Source: an optimization exercise on an open RTL-to-GDS flow (aim: small area). Production flows keep margins and buffers that such runs may drop.
In this exercise RTL edits were held to simulation tests only and were not proved equivalent to the original.
No activity file was given, so power comes from the tool's default toggle rates.

== v6 ==
==> flow/design.v (excerpt) <==
module pll_d(
	output logic freq_synced,
	input freq_in,
	input Clock, nReset
	);
Size: roughly 490 cells after synthesis, roughly 5000 µm² of cells after synthesis.
==> module pfd, before the edit <==
module pfd (
	output logic first_second, timeout, ready, nz, measuring,
	output logic [16-1:0] counter_1, f_out, f_out_next,
	input f_1, f_2,
	input Clock, nReset
);
logic [16-1:0] f_count, tc;
logic state2, st1, st2;
wire both_low = ~f_1 & ~f_2;
wire entry    = ~st1 & ~st2 & (f_1 ^ f_2);
wire hit      = (tc == 16'h0001);
assign f_out_next = (state2 & ~f_1) ? f_count : f_out;
logic [16-1:0] f_count_inc, counter_1_inc;
always_comb
begin
	logic a, b, ea, eb;
	ea = ~&f_count[16-1:1];
	eb = f_1 & ~f_2 & ~st2;
	a = 1;
	b = 1;
	for(int i = 0; i < 16; i++)
	begin
		f_count_inc[i] = f_count[i] ^ (ea & a);
		a = a & f_count[i];
		counter_1_inc[i] = counter_1[i] ^ (eb & b);
		b = b & counter_1[i];
	end
end
always_ff @(posedge Clock, negedge nReset)
	if(~nReset)
	begin
		state2 <= 0;
		f_out <= 0;
		st1 <= 0;
		st2 <= 0;
		ready <= 0;
	end
	else
	begin
		if(~state2)
		begin
			if(f_1)
				state2 <= 1;
		end
		else if(~f_1)
			state2 <= 0;
		f_out <= f_out_next;
		if(st1)
		begin
			st1 <= ~hit & ~both_low;
			st2 <= hit;
			ready <= both_low;
		end
		else if(st2)
		begin
			if(both_low)
			begin
				st2 <= 0;
				ready <= 0;
			end
		end
		else if(f_1 ^ f_2)
		begin
			st1 <= 1;
			ready <= 0;
		end
	end
always_ff @(posedge Clock)
begin
	if(~state2)
		f_count <= 0;
	else
		f_count <= f_count_inc;
	if(entry)
	begin
		first_second <= f_2;
		counter_1 <= 0;
		nz <= 0;
	end
	else
	begin
		counter_1 <= counter_1_inc;
		if(st1 & (f_1 ^ f_2))
			nz <= 1;
	end
	if(st1)
		tc <= {~tc[0], tc[15], tc[14] ^ ~tc[0], tc[13] ^ ~tc[0], tc[12], tc[11] ^ ~tc[0], tc[10:1]};
	else
		tc <= 0;
end
assign timeout = st2;
assign measuring = st1;
endmodule
==> module freq_gen, before the edit <==
module freq_gen(
	output logic f_out,
	input first_second, timeout, ready, nz, measuring,
	input [16-1:0] diff_1, f_in, f_in_next,
	input Clock, nReset
	);
localparam LO = 8;
logic state, skip, dzero, fsd, c_lo;
logic [16-1:0] dcopy;
logic [16:0] counter;
wire use_d = state & ~dzero;
wire [16:0] x = {~fsd, dcopy} & {(16+1){use_d}};
wire cin = use_d & (skip ^ fsd);
wire [16-1:0] dcopy_next = measuring ? dcopy : diff_1 ^ {16{~first_second}};
wire fsd_next = measuring ? fsd : first_second;
wire skip_next = ready ? ~skip : skip;
logic c_lo_next;
always_comb
begin
	logic c;
	c = skip_next ^ fsd_next;
	for(int i = 0; i < LO; i++)
	begin
		logic b;
		b = dcopy_next[i];
		c = (f_in_next[i] & b) | (f_in_next[i] & c) | (b & c);
	end
	c_lo_next = c;
end
logic [16:0] threshold, counter_inc;
logic ge;
always_comb
begin
	logic c, g, gt, ge1, ci;
	c = cin;
	g = 1;
	for(int i = 0; i < LO; i++)
	begin
		threshold[i] = f_in[i] ^ x[i] ^ c;
		c = (f_in[i] & x[i]) | (c & (f_in[i] ^ x[i]));
		g = (counter[i] & ~threshold[i]) | (counter[i] & g) | (~threshold[i] & g);
	end
	c = use_d & c_lo;
	gt = 0;
	ge1 = 1;
	for(int i = LO; i <= 16; i++)
	begin
		logic a;
		a = (i < 16) ? f_in[i] : 1'b0;
		threshold[i] = a ^ x[i] ^ c;
		c = (a & x[i]) | (c & (a ^ x[i]));
		gt = (counter[i] & ~threshold[i]) | (counter[i] & gt) | (~threshold[i] & gt);
		ge1 = (counter[i] & ~threshold[i]) | (counter[i] & ge1) | (~threshold[i] & ge1);
	end
	ge = g ? ge1 : gt;
	ci = 1;
	for(int i = 0; i <= 16; i++)
	begin
		counter_inc[i] = counter[i] ^ ci;
		ci = ci & counter[i];
	end
end
always_ff @(posedge Clock, negedge nReset)
	if(~nReset)
	begin
		skip <= 0;
		dzero <= 1;
		state <= 0;
	end
	else
	begin
		skip <= skip_next;
		if(ready)
			dzero <= ~nz;
		else if(timeout)
			dzero <= 1;
		if(ge)
			state <= ~state;
	end
always_ff @(posedge Clock)
begin
	counter <= ge ? '0 : counter_inc;
	dcopy <= dcopy_next;
	fsd <= fsd_next;
	c_lo <= c_lo_next;
end
assign f_out = ~state;
endmodule
Settings: LEC_CHECK=0, CAP_MARGIN=20, CORE_MARGIN=2, CORE_UTILIZATION=60, SLEW_MARGIN=20; clock period 6.0 ns.
run.sh (not shown) runs the stock make flow with config.mk's settings and CLKGATE_MAP_FILE= SYNTH_SCRIPT=/design/flow/synth_recipe.tcl, a recipe that flattens the netlist after the stock synthesis.
The inputs of v7 differ from those of v6 as listed below.
--- a/flow/design.v
+++ b/flow/design.v
@@ -11,20 +11,18 @@
 wire hit      = (tc == 16'h0001);
 assign f_out_next = (state2 & ~f_1) ? f_count : f_out;
 logic [16-1:0] f_count_inc, counter_1_inc;
 always_comb
 begin
-	logic a, b, ea, eb;
-	ea = ~&f_count[16-1:1];
-	eb = f_1 & ~f_2 & ~st2;
-	a = 1;
-	b = 1;
+	logic a, b;
+	a = ~&f_count[16-1:1];
+	b = f_1 & ~f_2 & ~st2;
 	for(int i = 0; i < 16; i++)
 	begin
-		f_count_inc[i] = f_count[i] ^ (ea & a);
+		f_count_inc[i] = f_count[i] ^ a;
 		a = a & f_count[i];
-		counter_1_inc[i] = counter_1[i] ^ (eb & b);
+		counter_1_inc[i] = counter_1[i] ^ b;
 		b = b & counter_1[i];
 	end
 end
 always_ff @(posedge Clock, negedge nReset)
 	if(~nReset)
@@ -100,24 +98,24 @@
 localparam LO = 8;
 logic state, skip, dzero, fsd, c_lo;
 logic [16-1:0] dcopy;
 logic [16:0] counter;
 wire use_d = state & ~dzero;
-wire [16:0] x = {~fsd, dcopy} & {(16+1){use_d}};
+wire [16:0] x = {~fsd, dcopy ^ {16{~fsd}}} & {(16+1){use_d}};
 wire cin = use_d & (skip ^ fsd);
-wire [16-1:0] dcopy_next = measuring ? dcopy : diff_1 ^ {16{~first_second}};
+wire [16-1:0] dcopy_next = measuring ? dcopy : diff_1;
 wire fsd_next = measuring ? fsd : first_second;
 wire skip_next = ready ? ~skip : skip;
 logic c_lo_next;
 always_comb
 begin
 	logic c;
 	c = skip_next ^ fsd_next;
 	for(int i = 0; i < LO; i++)
 	begin
 		logic b;
-		b = dcopy_next[i];
+		b = dcopy_next[i] ^ ~fsd_next;
 		c = (f_in_next[i] & b) | (f_in_next[i] & c) | (b & c);
 	end
 	c_lo_next = c;
 end
 logic [16:0] threshold, counter_inc;
@@ -154,10 +152,11 @@
 	end
 end
 always_ff @(posedge Clock, negedge nReset)
 	if(~nReset)
 	begin
+		counter <= 0;
 		skip <= 0;
 		dzero <= 1;
 		state <= 0;
 	end
 	else
@@ -166,15 +165,19 @@
 		if(ready)
 			dzero <= ~nz;
 		else if(timeout)
 			dzero <= 1;
 		if(ge)
+		begin
+			counter <= 0;
 			state <= ~state;
+		end
+		else
+			counter <= counter_inc;
 	end
 always_ff @(posedge Clock)
 begin
-	counter <= ge ? '0 : counter_inc;
 	dcopy <= dcopy_next;
 	fsd <= fsd_next;
 	c_lo <= c_lo_next;
 end
 assign f_out = ~state;
==> summary.txt <==
The fraction of cell area in non-clock buffers number comes out higher for v7 vs v6. [v7 vs v6] total design power: higher in v7. Changes observed in v7 relative to v6: part of the cycle the worst path needs went down by 0.52 points, overall die area went up, footprint of the multi-input gates saw an increase. v7 — number of global-route vias before repair 355 higher, v6 as reference. v7: area added between synthesis and finish lower than v6. Power of the clock network, v7 vs v6: down by a few percent. Max sequential share of power across v7 and v6: v6.

## separate check: timing with driven ports
The results above use ideal ports. As a check the final layouts listed here were re-extracted and re-timed, cells and wires unchanged. Step 1 sets driving cells, clkbuf_16 on the clock port and buf_2 on the other inputs (assumed; they add their load-dependent delay and slew). Step 2 adds t to the input delays and takes it off the output delays; t is the mean of the earliest and latest rising clock arrival at the registers after step 1. Input paths then give back, and output paths get back, about the clock's delay inside the block. a / b / c = ideal / step 1 / step 2; a / b = the first two.
run	t, ns	slack for setup (ns)	worst slew at a driven data input, ns	pins driven straight from the clock port
v6	0.403	0.366 / 0.366 / 0.366	0.03	1
v7	0.391	0.397 / 0.397 / 0.397	0.03	1
After both steps setup and hold are still met in every run listed.
